What follows belongs to an exercise in optimizing a design on an open flow for small area; a production flow would make more cautious choices.
For this run, only the layout was checked, not whether the RTL still works.
Power and IR drop assume default switching activity.

==> design.v <==
module IOBuffer(
	input in,
	input enable,
	output out,
	output pad_out,
	output pad_oe,
	input pad_in
);
	assign pad_out = in;
	assign pad_oe = enable;
	assign out = ~enable ? pad_in : 1'b0;
endmodule
module clockDivider #(BASE_SPEED=50000000, SPEED=100) (
	input inClock,
	input reset,
	output reg outClock
);
	reg outClock_d;
	reg [31:0] counter;
	reg [31:0] counter_d;
	localparam [31:0] threshold = BASE_SPEED / SPEED;
	always@(posedge inClock) begin
		counter <= counter_d;
		outClock <= outClock_d;
	end
	always_comb begin
		if (reset || counter == (threshold / 2) - 1) begin
			counter_d = 0;
		end else begin
			counter_d = counter + 1;
		end
		if (reset) begin
			outClock_d = 0;
		end else if (counter == (threshold / 2) - 1 || counter == threshold) begin
			outClock_d = ~outClock;
		end else begin
			outClock_d = outClock;
		end
	end
endmodule
module i2c_driver_new(
	input clk, 								  
	input rst,								  
	input polling_clk, 					  
	input [47:0] commands,				  
	input [47:0] data_write,			  
	output reg done,						  
	output reg [47:0] data_read,		  
	output reg scl,						  
	output sda_o,							  
	output sda_oe,							  
	input sda_i								  
);
	reg  sda_in;
	wire sda_out;
	reg  sda_write_enable;
	IOBuffer sdaTristateBuffer(sda_in, sda_write_enable, sda_out, sda_o, sda_oe, sda_i);
	localparam IDLE       = 0;
	localparam RUNNING    = 1;
	reg state;
	reg next_state;
	localparam IDLE_CMD       = 0;
	localparam START          = 1;
	localparam STOP           = 2;
	localparam WRITE_BYTE     = 3;
	localparam READ_BYTE_ACK  = 4;
	localparam READ_BYTE_NACK = 5;
	localparam NACK_STOP      = 6;
	reg [2:0] current_command;
	reg [2:0] next_command;
	reg [3:0] commands_done;
	reg [3:0] commands_done_d;
	reg [1:0] polling_clk_sr;
	reg [1:0] subbit;
	reg [1:0] subbit_d;
	reg [2:0] bytes_written;
	reg [2:0] bytes_written_d;
	reg [8:0] current_byte_to_write;
	reg [2:0] bytes_read;
	reg [2:0] bytes_read_d;
	reg [7:0] current_byte_being_read;
	reg bit_ready;
	reg byte_read;
	reg [3:0] bit_cnt;
	reg [3:0] bit_cnt_d;
	reg [1:0] state_sr;
	reg failed;
	reg failed_d;
	reg acked;
	reg acked_d;
	always @(posedge clk) begin
		if (rst) begin
			subbit <= 0;
			polling_clk_sr <= 2'b00;
			state <= IDLE;
			state_sr <= 2'b00;
			commands_done <= 0;
			current_command <= START;
			bit_cnt <= 0;
			bytes_written <= 0;
			acked <= 0;
			bytes_read <= 0;
			failed <= 0;
		end else begin
		subbit <= subbit_d;
		polling_clk_sr <= { polling_clk_sr[0], polling_clk };
		state <= next_state;
		state_sr <= { state_sr[0], next_state };
		commands_done <= commands_done_d;
		current_command <= next_command;
		bit_cnt <= bit_cnt_d;
		bytes_written <= bytes_written_d;
		acked <= acked_d;
		bytes_read <= bytes_read_d;
		failed <= failed_d;
		end
		if (bit_ready) begin
			current_byte_being_read[bit_cnt - 1] <= sda_out;
		end
		if (rst) begin
			data_read <= 0;
		end else if (byte_read) begin
			data_read[8*bytes_read +: 8] <= current_byte_being_read;
		end
	end
	always_comb begin	
		if (state == IDLE || current_command == IDLE_CMD) subbit_d = 0;
		else subbit_d = subbit + 1;
		done = state_sr[1] == RUNNING && state_sr[0] == IDLE && ~failed;
		scl = (subbit == 1 || subbit == 2);
		current_byte_to_write = data_write[8*bytes_written +: 8];
		bit_ready =
			state == RUNNING &&
			(current_command == READ_BYTE_ACK || current_command == READ_BYTE_NACK) &&
			subbit == 2 &&
			bit_cnt != 0;
		byte_read = 
			state == RUNNING &&
			(current_command == READ_BYTE_ACK || current_command == READ_BYTE_NACK) &&
			subbit == 3 &&
			bit_cnt == 0;
		if (state == IDLE) begin
			acked_d = 0;
			commands_done_d = 0;
			sda_in = 1;
			sda_write_enable = 0;
			bit_cnt_d = 0;
			bytes_written_d = 0;
			bytes_read_d = 0;
			next_command = START;
			if (polling_clk_sr == 2'b01) begin
				next_state = RUNNING;
				failed_d = 0;
			end else begin
				next_state = state;
				failed_d = failed;
			end
		end else begin
			if (current_command == IDLE_CMD) next_state = IDLE;
			else next_state = state;
			case (current_command)
				IDLE_CMD: begin
					acked_d = acked;
					commands_done_d = 0;
					next_command = IDLE_CMD;
					bit_cnt_d = 0;
					bytes_written_d = 0;
					bytes_read_d = 0;
					sda_in = 1;
					sda_write_enable = 0;
					failed_d = failed;
				end
				START: begin
					acked_d = acked;
					bytes_written_d = bytes_written;
					bytes_read_d = bytes_read;
					failed_d = failed;
					sda_write_enable = 1;
					if (subbit == 0 || subbit == 1) begin
						sda_in = 1;
					end else begin
						sda_in = 0;
					end
					if (subbit == 3) begin
						commands_done_d = commands_done + 1;
						next_command = commands[3*commands_done_d +: 3];
						if (
							next_command == WRITE_BYTE ||
							next_command == READ_BYTE_ACK ||
							next_command == READ_BYTE_NACK
						) begin
							bit_cnt_d = 8;
						end else begin
							bit_cnt_d = bit_cnt;
						end
					end else begin
						next_command = current_command;
						commands_done_d = commands_done;
						bit_cnt_d = bit_cnt;
					end
				end
				STOP: begin
					acked_d = acked;					
					bytes_written_d = bytes_written;
					bytes_read_d = bytes_read;
					failed_d = failed;
					sda_write_enable = 1;
					if (subbit == 0 || subbit == 1) begin
						sda_in = 0;
					end else begin
						sda_in = 1;
					end
					if (subbit == 3) begin
						commands_done_d = commands_done + 1;
						next_command = commands[3*commands_done_d +: 3];
						if (
							next_command == WRITE_BYTE ||
							next_command == READ_BYTE_ACK ||
							next_command == READ_BYTE_NACK
						) begin
							bit_cnt_d = 8;
						end else begin
							bit_cnt_d = bit_cnt;
						end
					end else begin
						next_command = current_command;
						commands_done_d = commands_done;
						bit_cnt_d = bit_cnt;
					end
				end
				WRITE_BYTE: begin
					bytes_read_d = bytes_read;
					if (bit_cnt == 0) begin
						sda_write_enable = 0;
					end else begin
						sda_write_enable = 1;
					end
					sda_in = current_byte_to_write[bit_cnt - 1];
					if (subbit == 2 && bit_cnt == 0) begin
						acked_d = (sda_out == 0);
					end else begin
						acked_d = acked;
					end
					if (subbit == 3) begin
						if (bit_cnt == 0) begin
							commands_done_d = commands_done + 1;
							bytes_written_d = bytes_written + 1;
							if (acked) begin
								next_command = commands[3*(commands_done + 1) +: 3];
								failed_d = failed;
								if (
									next_command == WRITE_BYTE ||
									next_command == READ_BYTE_ACK ||
									next_command == READ_BYTE_NACK
								) begin
									bit_cnt_d = 8;
								end else begin
									bit_cnt_d = bit_cnt;
								end
							end else begin
								bit_cnt_d = 0;
								next_command = STOP;
								failed_d = 1;
							end
						end else begin
							bit_cnt_d = bit_cnt - 1;
							bytes_written_d = bytes_written;
							commands_done_d = commands_done;
							next_command = current_command;
							failed_d = failed;
						end
					end else begin
						bit_cnt_d = bit_cnt;
						commands_done_d = commands_done;
						next_command = current_command;
						bytes_written_d = bytes_written;
						failed_d = failed;
					end
				end
				READ_BYTE_ACK: begin
					acked_d = acked;
					bytes_written_d = bytes_written;
					failed_d = failed;
					if (bit_cnt == 0) begin
						sda_write_enable = 1;
					end else begin
						sda_write_enable = 0;
					end
					sda_in = 0;
					if (subbit == 3) begin
						if (bit_cnt == 0) begin
							commands_done_d = commands_done + 1;
							bytes_read_d = bytes_read + 1;
							next_command = commands[3*(commands_done + 1) +: 3];
							if (
								next_command == WRITE_BYTE ||
								next_command == READ_BYTE_ACK ||
								next_command == READ_BYTE_NACK
							) begin
								bit_cnt_d = 8;
							end else begin
								bit_cnt_d = bit_cnt;
							end
						end else begin
							bit_cnt_d = bit_cnt - 1;
							bytes_read_d = bytes_read;
							commands_done_d = commands_done;
							next_command = current_command;
						end
					end else begin
						bit_cnt_d = bit_cnt;
						commands_done_d = commands_done;
						next_command = current_command;
						bytes_read_d = bytes_read;
					end
				end
				READ_BYTE_NACK: begin
					acked_d = acked;
					if (bit_cnt == 0) begin
						sda_write_enable = 1;
					end else begin
						sda_write_enable = 0;
					end
					sda_in = 1;
					bytes_written_d = bytes_written;
					failed_d = failed;
					if (subbit == 3) begin
						if (bit_cnt == 0) begin
							bit_cnt_d = bit_cnt;
							next_command = STOP;
							commands_done_d = commands_done + 1;
							bytes_read_d = bytes_read + 1;
						end else begin
							bit_cnt_d = bit_cnt - 1;
							bytes_read_d = bytes_read;
							commands_done_d = commands_done;
							next_command = current_command;
						end
					end else begin
						bit_cnt_d = bit_cnt;
						commands_done_d = commands_done;
						next_command = current_command;
						bytes_read_d = bytes_read;
					end
				end
				default: begin
					acked_d = acked;
					commands_done_d = 0;
					next_command = commands[2:0];
					sda_in = 1;
					sda_write_enable = 0;
					bit_cnt_d = 0;
					bytes_written_d = 0;
					bytes_read_d = 0;
					failed_d = 0;
				end
			endcase
		end
	end
endmodule
module nunchuk_driver(
	input clk,
	input rst,
	input polling_clk,
	output reg [47:0] data_read_regs,  
	output scl,
	output sda_o,
	output sda_oe,
	input sda_i
);
	localparam IDLE = 0;
	localparam HANDSHAKE1 = 1;
	localparam HANDSHAKE2 = 2;
	localparam READING = 3;
	localparam DUMMY_WRITING = 4;
	localparam [2:0] IDLE_CMD       = 0;
	localparam [2:0] START          = 1;
	localparam [2:0] STOP           = 2;
	localparam [2:0] WRITE_BYTE     = 3;
	localparam [2:0] READ_BYTE_ACK  = 4;
	localparam [2:0] READ_BYTE_NACK = 5;
	localparam [7:0] DEVICE_ADDR_WRITE = { 7'h52, 1'b0 };
	localparam [7:0] DEVICE_ADDR_READ = { 7'h52, 1'b1 };
	reg [2:0] state;
	reg [2:0] next_state;
	reg [47:0] commands;
	reg [47:0] data_write;
	wire done;
	wire [47:0] data_read;
	i2c_driver_new I2C(
		clk,
		rst,
		polling_clk,
		commands,
		data_write,
		done,
		data_read,
		scl,
		sda_o,
		sda_oe,
		sda_i
	);
	always @(posedge clk) begin
		if (rst) begin
			state <= HANDSHAKE1;
			data_read_regs <= 0;
		end else if (done) begin
			state <= next_state;
			data_read_regs <= data_read;
		end
	end
	always_comb begin
		case (state)
			HANDSHAKE1: begin
				next_state = HANDSHAKE2;
				commands =
					{ IDLE_CMD, IDLE_CMD, IDLE_CMD, IDLE_CMD, IDLE_CMD, IDLE_CMD, IDLE_CMD,
					  IDLE_CMD, IDLE_CMD, IDLE_CMD, IDLE_CMD, STOP, WRITE_BYTE, WRITE_BYTE, WRITE_BYTE, START };
				data_write = { 8'd0, 8'd0, 8'h00, 8'h55, 8'hF0, DEVICE_ADDR_WRITE };
			end
			HANDSHAKE2: begin
				next_state = DUMMY_WRITING;
				commands =
					{ IDLE_CMD, IDLE_CMD, IDLE_CMD, IDLE_CMD, IDLE_CMD, IDLE_CMD, IDLE_CMD,
					  IDLE_CMD, IDLE_CMD, IDLE_CMD, IDLE_CMD, STOP, WRITE_BYTE, WRITE_BYTE, WRITE_BYTE, START };
				data_write = { 8'd0, 8'd0, 8'd0, 8'h00, 8'hFB, DEVICE_ADDR_WRITE };
			end
			READING: begin
				next_state = DUMMY_WRITING;
				commands =
					{ IDLE_CMD, IDLE_CMD, IDLE_CMD, IDLE_CMD, IDLE_CMD, IDLE_CMD, IDLE_CMD,
					  STOP, READ_BYTE_NACK, READ_BYTE_ACK, READ_BYTE_ACK, READ_BYTE_ACK,
					  READ_BYTE_ACK, READ_BYTE_ACK, WRITE_BYTE, START };
				data_write = { 8'd0, 8'd0, 8'd0, 8'd0, 8'd0, DEVICE_ADDR_READ };
			end
			DUMMY_WRITING: begin
				next_state = READING;
				commands =
					{ IDLE_CMD, IDLE_CMD, IDLE_CMD, IDLE_CMD, IDLE_CMD, IDLE_CMD, IDLE_CMD, IDLE_CMD,
					  IDLE_CMD, IDLE_CMD, IDLE_CMD, IDLE_CMD, STOP, WRITE_BYTE, WRITE_BYTE, START };
				data_write = { 8'd0, 8'd0, 8'd0, 8'd0, 8'h00, DEVICE_ADDR_WRITE };
			end
			default: begin
				next_state = IDLE;
				commands =
					{ IDLE_CMD, IDLE_CMD, IDLE_CMD, IDLE_CMD, IDLE_CMD, IDLE_CMD, IDLE_CMD, IDLE_CMD,
					  IDLE_CMD, IDLE_CMD, IDLE_CMD, IDLE_CMD, IDLE_CMD, IDLE_CMD, IDLE_CMD, IDLE_CMD };
				data_write = { 8'd0, 8'd0, 8'd0, DEVICE_ADDR_READ, 8'h00, DEVICE_ADDR_WRITE };
			end
		endcase
	end
endmodule
module nunchuck_translator(data_in, stick_x, stick_y, accel_x, accel_y, accel_z, z, c);
	input[47:0] data_in;  
	output[7:0] stick_x, stick_y;
	output[9:0] accel_x, accel_y, accel_z;
	output z, c;
	wire [7:0] b0 = data_in[7:0];
	wire [7:0] b1 = data_in[15:8];
	wire [7:0] b2 = data_in[23:16];
	wire [7:0] b3 = data_in[31:24];
	wire [7:0] b4 = data_in[39:32];
	wire [7:0] b5 = data_in[47:40];
	assign stick_x = b0;
	assign stick_y = b1;
	assign accel_x[9:2] = b2;
	assign accel_x[1:0] = b5[1:0];
	assign accel_y[9:2] = b3;
	assign accel_y[1:0] = b5[5:4];
	assign accel_z[9:2] = b4;
	assign accel_z[1:0] = b5[3:2];
	assign z = ~b5[1];
	assign c = ~b5[0];
endmodule
module sevenSegDigit(input [3:0] decimalNum, input onSwitch, input [7:0] extra, output reg [7:0] dispBits);
	always_comb begin
		if (onSwitch) begin
			dispBits = 8'b11111111;
		end
		else if (extra != 8'b0) begin
			dispBits = extra;
		end
		else begin
			case (decimalNum)
				4'b0000: begin
					dispBits = 8'b11000000;
				end
				4'b0001: begin
					dispBits = 8'b11111001;
				end
				4'b0010: begin
					dispBits = 8'b10100100;
				end
				4'b0011: begin
					dispBits = 8'b10110000;
				end
				4'b0100: begin
					dispBits = 8'b10011001;
				end
				4'b0101: begin
					dispBits = 8'b10010010;
				end
				4'b0110: begin
					dispBits = 8'b10000010;
				end
				4'b0111: begin
					dispBits = 8'b11111000;
				end
				4'b1000: begin
					dispBits = 8'b10000000;
				end
				4'b1001: begin
					dispBits = 8'b10010000;
				end
				4'b1010: begin
					dispBits = 8'b10001000;
				end
				4'b1011: begin
					dispBits = 8'b10000011;
				end
				4'b1100: begin
					dispBits = 8'b11000110;
				end
				4'b1101: begin
					dispBits = 8'b10100001;
				end
				4'b1110: begin
					dispBits = 8'b10000110;
				end
				4'b1111: begin
					dispBits = 8'b10001110;
				end
				default: begin
					dispBits = 8'b11111111;
				end
			endcase
		end
	end
endmodule
module nunchuk_driver_top(
	input clk,             
	input rst,             
	output scl,
	output sda_o,          
	output sda_oe,         
	input sda_i,           
	output [7:0] stick_x,
	output [7:0] stick_y,
	output [9:0] accel_x,
	output [9:0] accel_y,
	output [9:0] accel_z,
	output z,
	output c,
	output [47:0] segs
);
	wire polling_clock;
	clockDivider #(400000, 100) cd2(clk, rst, polling_clock);
	wire [47:0] data_read_regs;
	nunchuk_driver nd(
		clk,
		rst,
		polling_clock,
		data_read_regs,
		scl,
		sda_o,
		sda_oe,
		sda_i
	);
	nunchuck_translator nt(data_read_regs, stick_x, stick_y, accel_x, accel_y, accel_z, z, c);
	sevenSegDigit s1( (stick_x / 100) % 10, 1'b0, 8'd0, segs[47:40] );
	sevenSegDigit s2( (stick_x / 10) % 10, 1'b0, 8'd0, segs[39:32] );
	sevenSegDigit s3( (stick_x) % 10, 1'b0, 8'd0, segs[31:24] );
	sevenSegDigit s4( (stick_y / 100) % 10, 1'b0, 8'd0, segs[23:16] );
	sevenSegDigit s5( (stick_y / 10) % 10, 1'b0, 8'd0, segs[15:8] );
	sevenSegDigit s6( (stick_y) % 10, 1'b0, 8'd0, segs[7:0] );
endmodule
==> run.sh <==
#!/bin/bash
# synth_recipe.tcl (not shown) runs the flow's synth.tcl, then flattens the netlist and writes it again
# the make line also repeats each setting of config.mk as NAME=value (left out here)
make -C /OpenROAD-flow-scripts/flow DESIGN_CONFIG=/design/flow/config.mk WORK_HOME=/design/flow/orfs CLKGATE_MAP_FILE= SYNTH_SCRIPT=/design/flow/synth_recipe.tcl finish
==> config.mk <==
export PLATFORM = sky130hd
export DESIGN_NAME = nunchuk_driver_top
export DESIGN_NICKNAME = nunchuk_driver_top
export VERILOG_FILES = /design/flow/design.v
export SDC_FILE = /design/flow/constraint.sdc
export NUM_CORES = 4
export LEC_CHECK = 0
export CAP_MARGIN = 20
export CORE_MARGIN = 2
export CORE_UTILIZATION = 40
export SLEW_MARGIN = 20
==> constraint.sdc <==
create_clock -name core_clock -period 12.0 [get_ports {clk}]
set_input_delay 2.4000 -clock core_clock [delete_from_list [all_inputs] [get_ports {clk}]]
set_output_delay 2.4000 -clock core_clock [all_outputs]
set_load 0.01 [all_outputs]
==> results.txt <==
## sequential cells by signal, summed over array words and instances, names as in the netlist, 3 cells and up
signal / flops
nd.I2C.data_read: 46
nd.I2C.bit_cnt: 4
nd.I2C.current_command: 3
cd2.counter: 32
nd.I2C.bytes_read: 3
nd.I2C.bytes_written: 3
nd.I2C.current_byte_being_read: 8
nd.data_read_regs: 46
nd.I2C.commands_done: 4
nd.state: 3
## power groups by stage
| stage | combinational (mW) | sequential, mW | clock [mW] |
|---|---|---|---|
| after global placement | 0.0120 | 0.552 | 0 |
| after global routing | 0.0136 | 0.539 | 0.542 |
| after detailed placement | 0.0121 | 0.552 | 0 |
| after CTS | 0.0121 | 0.540 | 0.523 |
| after floorplan | 0.0114 | 0.552 | 0 |
| final | 0.0119 | 0.540 | 0.512 |
## final cells by class
| type | instances | area, µm² |
|---|---|---|
| Clock inverter | 13 | 117.6 |
| Inverter | 77 | 289.0 |
| Clock buffer | 19 | 432.9 |
| Fill cell | 2899 | 15380 |
| Timing Repair Buffer | 100 | 980.9 |
| Sequential cell | 161 | 3303 |
| Multi-Input combinational cell | 1184 | 7486 |
| Tap cell | 384 | 480.5 |
## kinds of logic after synthesis
group,share of synthesized area [%]
AND/OR/NAND/NOR,25.32
AO/OA/AOI/OAI,22.63
buffers and inverters,6.411
flip-flops,28.74
adder cells (fa/ha/maj),8.044
XOR/XNOR,5.007
multiplexers,3.788
other,0.06533
## per-layer routing
layer	vias to the layer above	wire length (µm)	GRT usage [%]
li1	5421	-	-
met1	4981	14200	26.33
met2	270	13110	30.83
met3	51	1192	2.127
met4	0	675	6.709
met5	-	0	0
## synthesized netlist by cell type, types with 29 or more instances
master	count	share of area, %
a22oi_1	29	1.9
nand3_1	47	2.0
o21ai_0	64	2.8
inv_1	71	2.3
clkbuf_1	68	2.2
xnor2_1	31	2.4
a21oi_1	117	5.1
nor3_1	38	1.7
ha_1	73	7.9
nand2_1	193	6.3
nor2_1	191	6.2
dfxtp_1	153	27
## final timing paths
path | start | endpoint | cells past startpoint
setup / recovery | nd.data_read_regs[4] | segs[32] | 19
hold / removal | nd.I2C.data_read[7] | nd.data_read_regs[7] | 2
setup reg to reg | nd.I2C.commands_done[0] | nd.I2C.bit_cnt[1] | 15
hold reg to reg | nd.I2C.data_read[7] | nd.data_read_regs[7] | 2
## through the flow
stage	instance area (µm²)	power [mW]	setup slack (ps)
6_report	13090	1.063	1201
5_1_grt	13090	1.095	479.3
4_1_cts	13090	1.075	1262
3_5_place_dp	12540	0.5639	1733
3_3_place_gp	12540	0.5638	1938
2_1_floorplan	11520	0.5630	3698
## worst max-delay path, delay by kind of cell, from the launching register on
| family | cells | cell delay [ps] |
|---|---|---|
| buf+inv | 2 | 880 |
| simple gates | 9 | 3510 |
| compound gates | 4 | 1470 |
| mux | 1 | 320 |
| flops | 1 | 770 |
| fa+ha+maj | 3 | 1020 |
==> flow_metrics.py <==
metrics = {
    "run_status": {
        "status": "no timing/DRC/antenna violations",
    },
    "clock_network": {
        "postCtsSetupRepairBufs": 0,
        "htreeDepth": 4,
        "clockBufferDepth": 2,
        "ctsHoldBuffers": 0,
        "cts_root_buffer": "clkbuf_16",
        "clkTransAtPathRegs_ps": 70,
        "cts_tree": "done",
        "clk_latency_ps": 430,
        "numCtsBuffers": 17,
        "cts_sinks": 161,
        "cts_resized": 0,
    },
    "die": {
        "die_h_um": 173.5,
        "die_w_um": 173.5,
        "pin_count": 102,
        "fp.dieArea_um2": 30110,
        "coreArea_um2": 28470,
        "initial_core_util_pct": 40.38,
        "rows": 62,
    },
    "worst_hold_path": {
        "hp-class": "reg -> reg",
    },
    "power": {
        "seqPwrFrac_pct": 50.7,
        "cellLeakagePower_nw": 4.635,
        "p_int_uw": 813.5,
        "net-switching-power_uw": 249.9,
        "power.density_nw_per_um2": 81.24,
        "irDropWorstVdd_v": 0.0001040,
        "switching_share_pct": 23.50,
        "power_frac_clock_pct": 48.1,
        "combPwrFrac_pct": 1.1,
    },
    "synth": {
        "synthFlopType": "dfxtp_1",
        "yosys_warnings": 10,
        "synth_enable_flop_cells": 8,
        "ys_seq_elements": 161,
        "synth-async-reset-ratio_pct": 0,
        "yosysUniqueCellTypes": 102,
        "avgSynthCellArea_um2": 7.577,
        "netlist_area_um2": 11490,
        "synth_cells": 1517,
        "seq_area_frac_synth_pct": 28.74,
    },
    "grt": {
        "grt_max_degree": 79,
        "grt_pass1_vias": 9921,
        "grt_pass1_wl_um": 48890,
        "antenna_found_initial": 0,
        "track_usage_pct": 19.06,
        "gr-total-overflow": 0,
    },
    "timing": {
        "setup_viol": 0,
        "hold_violations": 0,
        "rsz0062_at_grt": "false",
        "worst_pin_slew_ps": 980.4,
        "drv_slew": 0,
        "period_needed_ps": 10800,
        "tns_ps": 0,
        "max_slew_margin_pct": 34.17,
        "max_freq_mhz": 92.60,
        "fin_hold_ws_ps": 452.4,
        "fin_crit_sh_pct": 89.99,
        "finClkSkew_ps": 10.19,
    },
    "placed_design": {
        "hpwl_um": 20480,
        "dp_cells": 1906,
        "portBuffers": 93,
        "gp_congestion": 0.8744,
    },
    "setup_path": {
        "path_max_fanout": 21,
        "crit_chain": "inv_1 -> ha_1 -> nor2b_1 -> o21ai_0 -> ha_1 -> nand2b_1 -> nor4_1 -> or3_4 -> mux2_1 -> or4_1 -> nor4_4 -> o2111ai_1 -> a211oi_1 -> nor2_1 -> ha_1 -> a21oi_1 -> nor3b_1 -> or3_1 -> clkdlybuf4s50_1",
        "slowest_stage": "dfxtp_1",
        "crit_top_cell": "ha_1",
        "cp-start-kind": "register",
        "slowest_delay_ps": 770,
        "required_ps": 9600,
        "crit_path_end_kind": "output port",
        "r2r_slack_ps": 7190,
        "arrival_ps": 8400,
        "path_class": "reg -> out",
    },
    "layout": {
        "instances_no_fill": 1938,
        "drive_above_1_share_pct": 6.692,
        "final_common_cell": "nand2_1",
        "layout_common_cells": "nand2_1 (192), nor2_1 (191), dfxtp_1 (153)",
        "syn2layout_area_growth_pct": 13.88,
        "fin_util_pct": 45.98,
        "diodes": 0,
        "final_nets": 1617,
    },
    "drt": {
        "drt_first_iter_violations": 714,
        "postRouteAntennaNets": 0,
        "via_per_inst": 5.533,
        "wirelength_um": 29180,
        "first_pass_iters": 5,
        "wire_per_inst_um": 15.05,
        "num_vias": 10723,
        "drc": 0,
    },
    "flow_run": {
        "max-cap-violations": 0,
    },
}

## what the ideal ports hide
How much do the figures lean on ideal ports? The routed layout below was timed once more, with nothing changed but the port constraints. Step 1 (the two cells are an assumption about what drives the block):
set clk [get_ports {clk}]
set_driving_cell -lib_cell sky130_fd_sc_hd__clkbuf_16 $clk
set_driving_cell -lib_cell sky130_fd_sc_hd__buf_2 [delete_from_list [all_inputs] $clk]
Step 2 times the ports against the registers' clock, not the clock port: input delays grow and output delays shrink by t, the midpoint of the rising clock arrivals with the driver on. a / b / c = ideal / step 1 / step 2; a / b = the first two.
shift t [ns]: 0.470
setup slack, ns: 1.201 / 1.157 / 1.626
worst setup path at the end: register to output
After both steps this run still meets setup and hold. The setup slack of this run moves by -0.044 ns with the drivers and by +0.425 ns with both steps.
